This design comes from an exercise in tuning for small area and a short achievable clock period on the open sky130 flow, not from production work. Function was checked by simulation only, so behaviour that the tests miss may differ from the original. Power figures rest on the tool's default switching activity, not on a simulated workload.

==> flow/design.v <==
`timescale 1ns / 1ps
module ALU(
	input [4:0] op,
	input cf,
	input [15:0] operandA,
	input [15:0] operandB,
	output reg [15:0] ALUo,
	output cout
);
	wire is_sub  = op == 5'b01010 || op == 5'b01011 || op == 5'b01100 || op == 5'b10010;
	wire is_arith = op == 5'b00010 || op == 5'b00011 || op == 5'b10000 ||
		op == 5'b01000 || op == 5'b01001 || op == 5'b10001 || is_sub ||
		op[4:1] == 4'b1101 || op[4:2] == 3'b111;
	wire cin = op == 5'b10001 ? cf :
		op == 5'b10010 ? !cf : is_sub;
	wire [15:0] bx = operandB ^ {16{is_sub}};
	wire [17:0] s = {1'b0, operandA, 1'b1} + {1'b0, bx, cin};
	wire [15:0] sum = s[16:1];
	assign cout = s[17] ^ is_sub;
	wire [3:0] sh = operandB[3:0];
	wire [15:0] shl = operandA << sh;
	wire [15:0] shr = $signed({op == 5'b00111 && operandA[15], operandA}) >>> sh;
	always @(*) begin
		case (op)
			5'b01101: ALUo = operandA & operandB;
			5'b01111: ALUo = operandA ^ operandB;
			5'b10011: ALUo = ~operandA;
			5'b00100: ALUo = shl;
			5'b00110: ALUo = {operandA[15], shl[14:0]};
			5'b00101, 5'b00111: ALUo = shr;
			default: ALUo = is_arith ? sum : (operandA | operandB);
		endcase
	end
endmodule
`timescale 1ns / 1ps
module PCPU(
	input clock,
	input [15:0] d_datain,
	input enable,
	input [15:0] i_datain,
	input reset,
	input [3:0] select_y,
	input start,
	output [7:0] d_addr,
	output [15:0] d_dataout,
	output d_we,
	output [7:0] i_addr,
	output reg [15:0] y,
	input show_gr
);
	reg [7:0] pc;
	reg [15:0] id_ir;
	reg [4:0] ex_op, mem_op;
	reg [2:0] ex_r1, mem_r1, wb_r1;
	reg wb_halt, wb_we, wb_fw;	 
	reg [15:0] reg_A, reg_B, reg_C, reg_C1;
	reg [15:0] smdr, smdr1;
	reg [2:0] flags;  
	reg dw;
	reg state;
	reg [15:0] gr[0:7];
	wire run = state == 1'b1;
	assign d_dataout = smdr1;
	assign d_we = dw;
	assign d_addr = reg_C[7:0];
	assign i_addr = pc;
	always @(posedge clock) begin
		if (reset)
			state <= 1'b0;
		else if (state == 1'b0)
			state <= enable && start;
		else
			state <= enable && !wb_halt;
	end
	function fwd_op(input [4:0] op);
		fwd_op = op == 5'b00010 || op[4:2] == 3'b001 ||
			(op[4:3] == 2'b01 && op != 5'b01100) || op[4:2] == 3'b100;
	endfunction
	always @(posedge clock or posedge reset) begin
		if (reset) begin
			gr[0] <= 0; gr[1] <= 0; gr[2] <= 0; gr[3] <= 0;
			gr[4] <= 0; gr[5] <= 0; gr[6] <= 0; gr[7] <= 0;
		end else if (run && wb_we) begin
			gr[wb_r1] <= reg_C1;
		end
	end
	wire [4:0] id_op = id_ir[15:11];
	wire [2:0] id_r1 = id_ir[10:8];
	wire [4:0] pk_op = i_datain[15:11];
	wire pk_rr = pk_op == 5'b01000 || pk_op == 5'b10001 || pk_op == 5'b01010 ||
		pk_op == 5'b10010 || pk_op[4:2] == 3'b011;
	wire pk_a_r1 = pk_op == 5'b10000 || pk_op == 5'b01001 || pk_op == 5'b01011 ||
		pk_op == 5'b11001 || pk_op[4:1] == 4'b1101 || pk_op[4:2] == 3'b111;
	wire pk_a_none = pk_op[4:1] == 4'b0000 || pk_op == 5'b11000 ||
		pk_op[4:2] == 3'b101;
	wire [2:0] pk_ra = pk_a_r1 ? i_datain[10:8] : i_datain[6:4];
	wire miss = id_op == 5'b00010 &&
		((!pk_a_none && id_r1 == pk_ra) || (pk_rr && id_r1 == i_datain[2:0]));
	reg pc_jump;
	always @(*) begin
		case (mem_op)
			5'b11000, 5'b11001: pc_jump = 1'b1;
			5'b11010:  pc_jump = flags[1];
			5'b11011: pc_jump = !flags[1];
			5'b11100:  pc_jump = flags[2];
			5'b11101: pc_jump = !flags[2];
			5'b11110:  pc_jump = flags[0];
			5'b11111: pc_jump = !flags[0];
			default: pc_jump = 1'b0;
		endcase
	end
	always @(posedge clock or posedge reset) begin
		if (reset) begin
			id_ir <= 16'd0;
			pc <= 8'd0;
		end else if (run) begin
			id_ir <= (pc_jump || miss) ? 16'd0 : i_datain;
			if (pc_jump)
				pc <= reg_C[7:0];
			else if (!wb_halt && !miss)
				pc <= pc + 8'd1;
		end
	end
	wire [15:0] w_ALUo;
	wire w_cout;
	wire id_store = id_op == 5'b00011;
	wire id_rr = id_op == 5'b01000 || id_op == 5'b10001 || id_op == 5'b01010 ||
		id_op == 5'b10010 || id_op[4:2] == 3'b011;
	wire id_a_r1 = id_op == 5'b10000 || id_op == 5'b01001 || id_op == 5'b01011 ||
		id_op == 5'b11001 || id_op[4:1] == 4'b1101 || id_op[4:2] == 3'b111;
	wire id_a_none = id_op[4:1] == 4'b0000 || id_op == 5'b11000 ||
		id_op[4:2] == 3'b101;
	wire id_b_imm = id_op == 5'b11000 || id_op == 5'b10100 || id_op == 5'b01001 ||
		id_op == 5'b01011 || id_op == 5'b11001 || id_op[4:1] == 4'b1101 ||
		id_op[4:2] == 3'b111;
	wire id_b_himm = id_op == 5'b10000;
	wire id_b_val3 = id_op[4:2] == 3'b001 || id_op[4:1] == 4'b0001;
	wire [2:0] ra = id_a_r1 ? id_r1 : id_ir[6:4];
	wire [2:0] rb = id_store ? id_r1 : id_ir[2:0];
	wire ex_fw = fwd_op(ex_op);
	wire mem_fw = fwd_op(mem_op);
	wire mem_load = mem_op == 5'b00010;
	wire a_ex = ex_fw && ra == ex_r1;
	wire a_mem = mem_fw && ra == mem_r1;
	wire a_wb = wb_fw && ra == wb_r1;
	wire b_ex = ex_fw && rb == ex_r1;
	wire b_mem = mem_fw && rb == mem_r1;
	wire b_wb = wb_fw && rb == wb_r1;
	wire [15:0] fwd_a = a_ex ? w_ALUo :
		a_mem ? (mem_load ? d_datain : reg_C) :
		a_wb ? reg_C1 : gr[ra];
	wire [15:0] fwd_b = b_ex ? w_ALUo :
		b_mem ? ((mem_load && !id_store) ? d_datain : reg_C) :
		b_wb ? reg_C1 : gr[rb];
	always @(posedge clock or posedge reset) begin
		if (reset) begin
			ex_op <= 5'b00000;
			ex_r1 <= 3'd0;
			reg_A <= 16'd0;
			reg_B <= 16'd0;
		end else if (run) begin
			ex_op <= pc_jump ? 5'b00000 : id_op;
			ex_r1 <= id_r1;
			reg_A <= id_a_none ? 16'd0 : fwd_a;
			reg_B <= id_rr ? fwd_b :
				id_b_imm ? {8'd0, id_ir[7:0]} :
				id_b_himm ? {id_ir[7:0], 8'd0} :
				id_b_val3 ? {12'd0, id_ir[3:0]} : 16'd0;
		end
	end
	always @(posedge clock) begin
		if (run)
			smdr <= fwd_b;
	end
	ALU alu(
		.op(ex_op),
		.cf(flags[0]),
		.operandA(reg_A),
		.operandB(reg_B),
		.ALUo(w_ALUo),
		.cout(w_cout)
	);
	wire ex_store = ex_op == 5'b00011;
	wire strAfterLd = ex_store && mem_load && ex_r1 == mem_r1;
	wire updateZFNF = !(ex_op[4:1] == 4'b1101 || ex_op[4:2] == 3'b111);
	wire updateCF = ex_op[4:2] == 3'b010 || ex_op == 5'b10001 || ex_op == 5'b10010;
	wire dwCondition = mem_op != 5'b00001 && !wb_halt && !pc_jump && ex_store;
	always @(posedge clock or posedge reset) begin
		if (reset) begin
			mem_op <= 5'b00000;
			mem_r1 <= 3'd0;
			reg_C <= 16'd0;
			flags <= 3'd0;
			dw <= 1'b0;
		end else if (run) begin
			mem_op <= pc_jump ? 5'b00000 : ex_op;
			mem_r1 <= ex_r1;
			reg_C <= w_ALUo;
			if (updateZFNF) begin
				flags[2] <= w_ALUo[15];
				flags[1] <= w_ALUo == 16'd0;
				if (updateCF)
					flags[0] <= w_cout;
			end
			dw <= dwCondition;
		end
	end
	always @(posedge clock) begin
		if (run)
			smdr1 <= strAfterLd ? d_datain : smdr;
	end
	wire mem_we = fwd_op(mem_op) || mem_op == 5'b10100;
	always @(posedge clock or posedge reset) begin
		if (reset) begin
			wb_halt <= 1'b0;
			wb_we <= 1'b0;
			wb_fw <= 1'b0;
			wb_r1 <= 3'd0;
		end else if (run && !wb_halt) begin
			wb_halt <= !pc_jump && mem_op == 5'b00001;
			wb_we <= !pc_jump && mem_we;
			wb_fw <= !pc_jump && mem_fw;
			wb_r1 <= mem_r1;
		end
	end
	always @(posedge clock) begin
		if (run)
			reg_C1 <= mem_load ? d_datain : reg_C;
	end
	always @(*) begin
		if (show_gr)
			y = gr[select_y[2:0]];
		else
			y = {8'd0, pc};
	end
endmodule
==> flow/run.sh <==
#!/bin/bash
# synth_recipe.tcl (not shown) runs the flow's synth.tcl, then flattens the netlist and writes it again
# the make line also repeats each setting of config.mk as NAME=value (left out here)
make -C /OpenROAD-flow-scripts/flow DESIGN_CONFIG=/design/flow/config.mk WORK_HOME=/design/flow/orfs CLKGATE_MAP_FILE= SYNTH_SCRIPT=/design/flow/synth_recipe.tcl finish
==> flow/config.mk <==
export PLATFORM = sky130hd
export DESIGN_NAME = PCPU
export DESIGN_NICKNAME = PCPU
export VERILOG_FILES = /design/flow/design.v
export SDC_FILE = /design/flow/constraint.sdc
export NUM_CORES = 4
export LEC_CHECK = 0
export CAP_MARGIN = 20
export CORE_MARGIN = 2
export CORE_UTILIZATION = 40
export SETUP_SLACK_MARGIN = 3.5
export SLEW_MARGIN = 20
==> flow/constraint.sdc <==
create_clock -name core_clock -period 7.5 [get_ports {clock}]
set_input_delay 1.5000 -clock core_clock [delete_from_list [all_inputs] [get_ports {clock}]]
set_output_delay 1.5000 -clock core_clock [all_outputs]
set_load 0.01 [all_outputs]
==> results.yml, run 1 <==
run_status:
  outcome: "complete, no violations"
finish:
  layout.nets: 2382
  final_common_cell: "dfrtp_1"
  layout-drive-gt1-share: 0.284
  n_antenna_cell: 0
  area_growth_pct: 22.5
  design_area_um2: 25100
  fill_cells: 4667
  multiInputGateArea_um2: 13300
  final_cell_mix: "dfrtp_1, mux2_2, nand2_1"
  finish.utilization: 0.493
  seqCellArea_um2: 7140
placement:
  port_buffers: 88
  place_hpwl_mm: 60.6
  place_area_um2: 22000
  gp_congestion: 0.991
logic_synthesis:
  synth_seq_area_share: 0.347
  yosys_warnings: 3
  synth_cell_type_count: 94
  netlist_instances: 2193
  synth_flop_cell: "dfrtp_1"
  synth_async_sr_flop_share: 0.822
  synth_edf_count: 48
  postSynthAreaPerCell_um2: 9.36
  netlist_area_um2: 20500
  synth.ff_latch_count: 275
  syn_nets: 2285
clock_tree:
  cts-root-buf: "clkbuf_16"
  htreeDepth: 2
  insertion_delay_ns: 0.57
  numCtsBuffers: 35
  hold_buffers: 0
  cts_num_sinks: 275
  cts_max_path_buffers: 3
  path_clk_slew_ns: 0.05
  cts_tree: "built"
grt:
  grt_pass1_wl_mm: 129
  track_usage: 0.326
  antenna_found_initial: 0
  grt_max_degree: 137
  grt_pass1_vias: 19200
  overflow: 0
critical_path:
  worstPathArrival_ns: 3.06
  timing.rr.start: "ex_op[3]"
  cp-startpoint: "select_y[0]"
  path_cells: "buf_12 -> buf_12 -> mux4_2 -> nor2_2 -> a31oi_2 -> a31oi_2 -> o21ai_2 -> mux2_4 -> buf_6"
  worstSetupPathType: "in -> out"
  critPathMaxFanout: 4
  max_stage_delay_ns: 0.50
  startpoint_type: "input port"
  worst_ep_required_time_ns: 6.00
  crit_path_end_kind: "output port"
  cp_slowest_cell: "mux4_2"
detailed_routing:
  first_pass_iters: 10
  wirelength_mm: 88.9
  drt_first_iter_violations: 2322
  vias_per_cell: 6.67
  avgRoutedWirePerCell_um: 29.7
  ant_nets: 0
  drc: 0
  vias: 20000
die:
  core_um2: 51000
  initial_utilization: 0.402
  row_count: 83
  dieArea_um2: 53100
  ios: 90
  die_h_um: 230
  die_width_um: 230
run:
  cap_violations: 0
power:
  seqPwrFrac: 0.268
  power_frac_clock: 0.153
  vdd_drop_max_mv: 0.181
  power_density_nw_per_um2: 426
  power.internal_mw: 5.53
  power.switching_mw: 5.17
  power_switching_share: 0.483
  combPwrFrac: 0.579
  leakagePower_nw: 9.99
worst_hold_path:
  worstHoldStart: "gr[1][15]"
  hold_path.class: "reg -> reg"
timing:
  tightestPinTransition_ns: 1.06
  slew_viol_final: 0
  period_needed_ns: 4.56
  setup_viol: 0
  whs_ns: 0.504
  finalHoldViolCount: 0
  rsz0062_at_grt: "true"
  fin_crit_sh: 0.608
  fin_setup_tns_ns: 0
  skew_ns: 0.0338
  fmax_mhz: 219
  relSlewSlack: 0.296
metal layers:
layer	part of all wire	up-vias	wire, µm	track usage
met5	0	-	0	0
met4	0.078	0	6920	0.216
met3	0.079	366	7020	0.0471
met2	0.46	1207	40900	0.522
met1	0.38	9866	34100	0.410
li1	-	8529	-	-
worst paths after layout:
check,endpoint,slack (ns),depth (start not counted)
worst min-delay path,gr[1][15],0.50,1
min in group asynchronous,id_ir[8],1.31,2
max in group asynchronous,reg_B[1],4.74,3
worst max register to register,flags[1],3.44,18
worst max-delay path,y[6],2.94,9
worst min register to register,gr[1][15],0.50,1
repair_timing:
item                                    in CTS  in global routing
pin swaps                                   44                 57
gates cloned                                 4                  0
buffers inserted                            59                 38
endpoints found under the setup margin      96                 59
resized for setup                          222                130
cells in the mapped netlist, types with 10 or more instances:
cell	instances	area share
a211oi_1	26	0.0095
a21o_1	15	0.0055
a21oi_1	113	0.028
a221o_1	18	0.0088
a221oi_1	11	0.0047
a222oi_1	17	0.0083
a22o_1	31	0.013
a22oi_1	36	0.013
a311oi_1	14	0.0060
a31oi_1	23	0.0070
and2_1	12	0.0037
and3_1	16	0.0049
buf_1	19	0.0035
buf_2	24	0.0059
buf_4	10	0.0037
clkbuf_1	128	0.023
dfrtp_1	226	0.28
edfxtp_1	48	0.070
ha_1	50	0.030
inv_1	70	0.013
mux2_2	202	0.11
mux2i_1	57	0.028
mux4_2	36	0.040
nand2_1	172	0.031
nand2b_1	16	0.0049
nand3_1	60	0.015
nand3b_1	12	0.0044
nand4_1	10	0.0030
nor2_1	159	0.029
nor2b_1	21	0.0064
nor3_1	37	0.0090
o2111ai_1	11	0.0047
o211ai_1	21	0.0077
o21ai_0	152	0.037
o221ai_1	24	0.010
o22ai_1	21	0.0064
o2bb2ai_1	13	0.0055
o31ai_1	24	0.0088
or3_1	13	0.0040
xnor2_1	35	0.015
xor2_1	13	0.0055
power by group through the flow:
stage | sequential [mW] | combinational (mW) | clock [mW]
finish | 2.86 | 6.20 | 1.64
global route | 2.91 | 6.53 | 1.72
CTS | 2.80 | 5.66 | 1.65
detailed placement | 2.84 | 5.13 | 0
global placement | 2.82 | 5.06 | 0
floorplan | 2.36 | 3.65 | 0
area by class of cell:
type | instances | area share
clock inverters | 15 | 0.00438
clock buffers | 47 | 0.0390
multi-input cells | 1654 | 0.529
well taps | 680 | 0.0339
flip-flops and latches | 275 | 0.284
repair buffers | 249 | 0.0975
inverters | 75 | 0.0117
cell families after synthesis:
| family | after synthesis | share of synthesized area |
|---|---|---|
| AOI/OAI and AO/OA | 674 | 0.231 |
| and+or+nand+nor | 583 | 0.138 |
| muxes | 297 | 0.180 |
| DFF | 275 | 0.347 |
| buffers and inverters | 265 | 0.0532 |
| adders and majority gates | 51 | 0.0315 |
| xor gates and xnor gates | 48 | 0.0205 |
critical path, delay by kind of cell:
family	cells	cell delay, ns
AOI/OAI and AO/OA	3	0.34
buffers and inverters	3	0.31
muxes	2	0.79
and+or+nand+nor	1	0.11
registers in the layout (all words and copies together), names as in the netlist, 5 cells and up:
register / count
ex_op: 5
gr: 128
id_ir: 16
mem_op: 5
pc: 8
reg_A: 16
reg_B: 16
reg_C: 16
reg_C1: 16
smdr: 16
smdr1: 16
metrics by stage:
stage / total power, mW / worst slack (ns) / instances
after global placement: 7.88 / 1.63 / 2831
after CTS: 10.1 / 2.91 / 2957
after detailed placement: 7.97 / 1.62 / 2832
after floorplan: 6.01 / 2.09 / 2193
final: 10.7 / 2.94 / 2995
after global routing: 11.2 / 2.91 / 2995
==> run 2: changes to the inputs <==
--- a/flow/config.mk
+++ b/flow/config.mk
@@ -8,5 +8,4 @@
 export CAP_MARGIN = 20
 export CORE_MARGIN = 2
 export CORE_UTILIZATION = 40
-export SETUP_SLACK_MARGIN = 3.5
 export SLEW_MARGIN = 20
==> results.yml, run 2 <==
grt:
  grt_max_degree: 137
  overflow: 0
  met3_usage: 0.0361
  grt_pass1_vias: 18300
  gr-max-usage-layer: "met2"
  grt_use_met1: 0.393
  antenna_found_initial: 0
  track_usage: 0.301
  grtUsageMet2: 0.492
  grt_pass1_wl_mm: 122
logic_synthesis:
  synth_flop_cell: "dfrtp_1"
  synth_most_common_cell: "dfrtp_1"
  netlist_instances: 2193
  synth_cell_type_count: 94
  yosys_warnings: 3
  yosys-top-cells-count: "dfrtp_1, mux2_2, nand2_1"
  synth_seq_area_share: 0.347
  netlist_area_um2: 20500
  yosys.area.top_type_share: 0.276
  synth_async_sr_flop_share: 0.822
  synth_edf_count: 48
  synth.ff_latch_count: 275
  postSynthAreaPerCell_um2: 9.36
  syn_nets: 2285
  synth_largest_area_cell: "dfrtp_1"
  synth.area.top_cells: "dfrtp_1, mux2_2, edfxtp_1"
critical_path:
  worstPathArrival_ns: 4.53
  crit_path_end_kind: "output port"
  startpoint_type: "input port"
  cp_slowest_cell: "nand3_1"
  critical-path-top-delay-family: "buffers and inverters"
  max_stage_delay_ns: 0.78
  worst_ep_required_time_ns: 6.00
  worstSetupPathType: "in -> out"
  crit_top_cell: "clkdlybuf4s50_1"
  critPathMaxFanout: 14
  path_cells: "clkdlybuf4s50_1 -> inv_1 -> nand3_1 -> o211ai_1 -> o21ai_0 -> clkdlybuf4s50_1"
  critPathBufInv: 3
timing:
  finalHoldViolCount: 0
  slew_viol_final: 0
  setup_viol: 0
  fin_setup_tns_ns: 0
  tightestPinTransition_ns: 1.24
  fin_crit_sh: 0.805
  fmax_mhz: 166
  relSlewSlack: 0.150
  skew_ns: 0.0155
  rsz0062_at_grt: "false"
  period_needed_ns: 6.03
finish:
  stdcell_count: 2887
  layout-drive-gt1-share: 0.178
  seqCellArea_um2: 7120
  layout.nets: 2276
  design_area_um2: 23100
  largest-register: "gr"
  multiInputGateArea_um2: 12400
  largest_reg_flops: 128
  n_antenna_cell: 0
  area_growth_pct: 12.5
  fill_cells: 4874
  final_common_cell: "dfrtp_1"
  final_cell_mix: "dfrtp_1, mux2_2, nand2_1"
  finish.utilization: 0.453
detailed_routing:
  avgRoutedWirePerCell_um: 28.2
  ant_nets: 0
  first_pass_iters: 8
  drc: 0
  drt_first_iter_violations: 2359
  wirelength_mm: 81.4
  vias: 18900
  vias_per_cell: 6.55
clock_tree:
  cts_tree: "built"
  cts_max_path_buffers: 3
  htreeDepth: 1
  hold_buffers: 0
  path_clk_slew_ns: 0.06
  insertion_delay_ns: 0.59
  numCtsBuffers: 30
  post_cts_buffers: 0
  cts-root-buf: "clkbuf_16"
  post_cts_resized: 0
  cts_num_sinks: 275
die:
  die_h_um: 230
  row_count: 83
  core_um2: 51000
  initial_utilization: 0.402
  die_width_um: 230
  ios: 90
  dieArea_um2: 53100
placement:
  place_hpwl_mm: 58.2
  place_area_um2: 22000
  port_buffers: 88
  gp_congestion: 0.992
  dp.cells: 2832
run:
  cap_violations: 0
worst_hold_path:
  hold_path.class: "reg -> reg"
power:
  leakagePower_nw: 9.17
  power_density_nw_per_um2: 421
  vdd_drop_max_mv: 0.241
run_status:
  outcome: "complete, no violations"
-- run 2: cell families (layout without fill, tap and decap cells) --
family | count (synthesis) | after routing | synth area share
AO/OA/AOI/OAI | 674 | 674 | 0.231
XOR/XNOR | 48 | 48 | 0.0205
adder cells (fa/ha/maj) | 51 | 51 | 0.0315
buffers and inverters | 265 | 279 | 0.0532
flip-flops | 275 | 275 | 0.347
multiplexers | 297 | 297 | 0.180
AND/OR/NAND/NOR | 583 | 583 | 0.138
-- run 2: where the power goes --
| group | switching (mW) | internal [mW] | total (mW) |
|---|---|---|---|
| combinational | 3.19 | 2.10 | 5.29 |
| sequential | 0.793 | 1.99 | 2.79 |
| clock | 0.638 | 1.01 | 1.64 |
| total | 4.62 | 5.10 | 9.72 |
-- run 2: worst paths after layout --
check,from,end,slack [ns],cells past startpoint
max in group asynchronous,reset,reg_B[1],4.81,3
max reg2reg,ex_op[0],flags[1],1.97,16
min reg2reg,gr[1][15],gr[1][15],0.50,1
min,gr[1][15],gr[1][15],0.50,1
min in group asynchronous,reset,id_ir[10],1.33,2
max,select_y[2],y[1],1.47,6
-- run 2: area by class of cell --
type,count,area share
Clock inverter,14,0.00889
Multi-Input combinational cell,1653,0.536
Clock buffer,41,0.0388
Tap cell,680,0.0369
Inverter,75,0.0124
Timing Repair Buffer,149,0.0583
Sequential cell,275,0.309
-- run 2: layer usage --
| layer | wire [µm] | share of wire |
|---|---|---|
| met3 | 6380 | 0.078 |
| met2 | 37900 | 0.47 |
| met4 | 4620 | 0.057 |
| met5 | 0 | 0 |
| met1 | 32600 | 0.40 |
-- run 2: through the flow --
| stage | hold WS (ns) | setup slack [ns] | power, mW |
|---|---|---|---|
| 4_1_cts | 0.507 | 1.56 | 9.59 |
| 5_1_grt | 0.513 | 1.39 | 10.2 |
| 3_3_place_gp | 0.479 | 1.55 | 7.86 |
| 2_1_floorplan | 0.461 | 1.92 | 5.99 |
| 3_5_place_dp | 0.494 | 1.56 | 7.92 |
| 6_report | 0.505 | 1.47 | 9.72 |
-- run 2: worst register-to-register path, cell delays in order (launching register included) --
cell and delay, ns:
dfrtp_1 0.32, buf_4 0.27, nor2b_1 0.20, a31oi_1 0.47
o21a_1 0.59, buf_4 0.34, xnor2_1 0.19, ha_1 0.38
a21oi_1 0.25, o21a_1 0.27, a21oi_1 0.11, nor3_1 0.16
a31oi_1 0.08, a32oi_1 0.59, or3b_2 0.49, nor4b_1 0.52
a22o_1 0.21
==> run 3: changes to the inputs <==
--- a/flow/config.mk
+++ b/flow/config.mk
@@ -7,5 +7,6 @@
 export LEC_CHECK = 0
 export CAP_MARGIN = 20
 export CORE_MARGIN = 2
-export CORE_UTILIZATION = 40
+export CORE_UTILIZATION = 60
+export SETUP_SLACK_MARGIN = 4.0
 export SLEW_MARGIN = 20
==> results.yml, run 3 <==
run_status:
  outcome: "complete, no violations"
timing:
  setup_viol: 0
  whs_ns: 0.509
  period_needed_ns: 4.56
  fin_crit_sh: 0.608
  tightestPinTransition_ns: 1.12
  finalHoldViolCount: 0
  fin_setup_tns_ns: 0
  fmax_mhz: 219
  slew_viol_final: 0
  skew_ns: 0.0163
  rsz0062_at_grt: "true"
  relSlewSlack: 0.253
detailed_routing:
  first_pass_iters: 9
  vias_per_cell: 7.65
  ant_nets: 0
  drt_first_iter_violations: 3517
  avgRoutedWirePerCell_um: 32.0
  vias: 21800
  drc: 0
  wirelength_mm: 91.1
logic_synthesis:
  netlist_area_um2: 20500
  synth.ff_latch_count: 275
  synth_edf_count: 48
  syn_nets: 2285
  synth_async_sr_flop_share: 0.822
  synth_cell_type_count: 94
  synth_flop_cell: "dfrtp_1"
  synth.area.top_cells: "dfrtp_1, mux2_2, edfxtp_1"
  synth_largest_area_cell: "dfrtp_1"
  synth_seq_area_share: 0.347
  synth_most_common_cell: "dfrtp_1"
  yosys_warnings: 3
  postSynthAreaPerCell_um2: 9.36
  netlist_instances: 2193
  yosys.area.top_type_share: 0.276
  yosys-top-cells-count: "dfrtp_1, mux2_2, nand2_1"
clock_tree:
  cts_tree: "built"
  hold_buffers: 0
  insertion_delay_ns: 0.59
  numCtsBuffers: 30
  cts_num_sinks: 275
  cts_max_path_buffers: 3
  path_clk_slew_ns: 0.06
  cts-root-buf: "clkbuf_16"
  htreeDepth: 1
die:
  die_width_um: 189
  dieArea_um2: 35700
  die_h_um: 189
  core_um2: 33600
  row_count: 67
  ios: 90
  initial_utilization: 0.610
critical_path:
  path_cells: "buf_12 -> buf_12 -> mux4_2 -> nor2_1 -> a31oi_1 -> a31oi_1 -> o21ai_2 -> mux2_4 -> buf_6"
  worstPathArrival_ns: 3.06
  worst_ep_required_time_ns: 6.00
  worstSetupPathType: "in -> out"
  startpoint_type: "input port"
  cp_slowest_cell: "mux4_2"
  crit_path_end_kind: "output port"
  max_stage_delay_ns: 0.48
  critPathMaxFanout: 5
power:
  power.switching_mw: 5.79
  leakagePower_nw: 10.6
  power_frac_clock: 0.132
  vdd_drop_max_mv: 0.368
  totalPowerFinal_mw: 12.0
  power_density_nw_per_um2: 455
  seqPwrFrac: 0.234
  combPwrFrac: 0.634
  power.internal_mw: 6.19
  power_switching_share: 0.483
grt:
  grt_max_degree: 139
  overflow: 0
  antenna_found_initial: 4
  grt_pass1_wl_mm: 129
  grt_pass1_vias: 20200
  track_usage: 0.478
worst_hold_path:
  hold_path.class: "reg -> reg"
run:
  cap_violations: 0
finish:
  final_cell_mix: "dfrtp_1, mux2_2, buf_4"
  layout.nets: 2460
  final_common_cell: "dfrtp_1"
  largest_reg_flops: 128
  layout-drive-gt1-share: 0.342
  largest-register: "gr"
  area_growth_pct: 28.2
placement:
  gp_congestion: 1.03
  place_hpwl_mm: 56.6
  port_buffers: 88
[run 3: cell counts after synthesis]
Identical to the previous run, type by type.
[run 3: worst paths after layout]
check	startpoint	end	cells after the start	slack, ns
setup reg to reg	ex_op[2]	reg_B[14]	17	3.15
hold reg to reg	reg_C[12]	reg_C[12]	2	0.51
setup / recovery	select_y[0]	y[6]	9	2.94
max in group asynchronous	reset	gr[2][1]	3	4.77
hold / removal	reg_C[12]	reg_C[12]	2	0.51
min in group asynchronous	reset	id_ir[2]	2	1.44
[run 3: layer usage]
metal,up-vias,routed length [µm],GRT usage
met5,-,17,0
met4,2,9830,0.356
met3,717,13200,0.135
met2,2065,38000,0.720
met1,10300,30100,0.588
li1,8709,-,-
[run 3: kinds of logic (layout without fill, tap and decap cells)]
group,Yosys count,in the layout,synth area share
fa+ha+maj,51,51,0.0315
flops,275,275,0.347
buf+inv,265,461,0.0532
compound gates,674,675,0.231
simple gates,583,585,0.138
xor+xnor,48,48,0.0205
mux,297,297,0.180
other cells,0,3,0
[run 3: area by class of cell]
class                   instances  area [µm²]
multi-input cells            1656       14100
fillers                      2133        7320
flip-flops and latches        275        7140
repair buffers                330        3180
clock buffers                  40         830
well taps                     448         561
inverters                      75         305
clock inverters                16         223
diodes                          3        7.51
[run 3: metrics by stage]
step	util	cells	cell area, µm²	setup WS [ns]
2_1_floorplan	-	2193	21000	2.09
3_3_place_gp	0.650	2593	21800	1.82
3_5_place_dp	0.650	2593	21800	1.80
4_1_cts	0.749	2780	25200	2.91
5_1_grt	0.782	2840	26300	2.86
6_report	0.782	2843	26300	2.94
[run 3: worst max-delay path, delay by kind of cell]
kind	cells	cell delay [ns]
multiplexers	2	0.76
AO/OA/AOI/OAI	3	0.38
buffers and inverters	3	0.31
AND/OR/NAND/NOR	1	0.10
[run 3: what timing repair did]
| item | CTS | global route |
|---|---|---|
| setup endpoints to repair | 106 | 101 |
| pin swaps | 78 | 58 |
| gates resized for setup | 337 | 164 |
| cloned | 5 | 2 |
| buffers inserted | 126 | 58 |
[run 3: power by group through the flow]
stage	Clock (mW)	Sequential, mW	Combinational, mW
after global placement	0	2.72	5.13
after detailed placement	0	2.74	5.21
after floorplan	0	2.36	3.77
final	1.58	2.80	7.59
after global routing	1.64	2.83	7.78
after CTS	1.57	2.71	6.39

## separate check: timing with driven ports
How much do the figures lean on ideal ports? The routed layouts below were timed once more, with nothing changed but the port constraints. Step 1 sets driving cells, clkbuf_16 on the clock port and buf_2 on the other inputs (assumed; they add their load-dependent delay and slew). Step 2, shift: input delay + t, output delay - t, t = (earliest + latest rising clock arrival at the registers) / 2. This alone moves slack from input paths to output paths. Slacks: no drivers / after step 1 / after step 2; pairs: no drivers / after step 1.
| run | t, ns | setup slack, ns | hold WS [ns] | worst slew at a driven data input, ns |
|---|---|---|---|---|
| run 1 | 0.610 | 2.939 / 2.875 / 2.875 | 0.504 / 0.504 / 0.504 | 0.06 |
| run 2 | 0.639 | 1.465 / 1.439 / 1.439 | 0.505 / 0.505 / 0.505 | 0.04 |
| run 3 | 0.637 | 2.937 / 2.860 / 2.860 | 0.509 / 0.509 / 0.509 | 0.07 |
After both steps setup and hold are still met in every run listed. For run 3, which loses most, drivers alone change the setup slack by -0.077 ns; drivers and shift together by -0.077 ns.
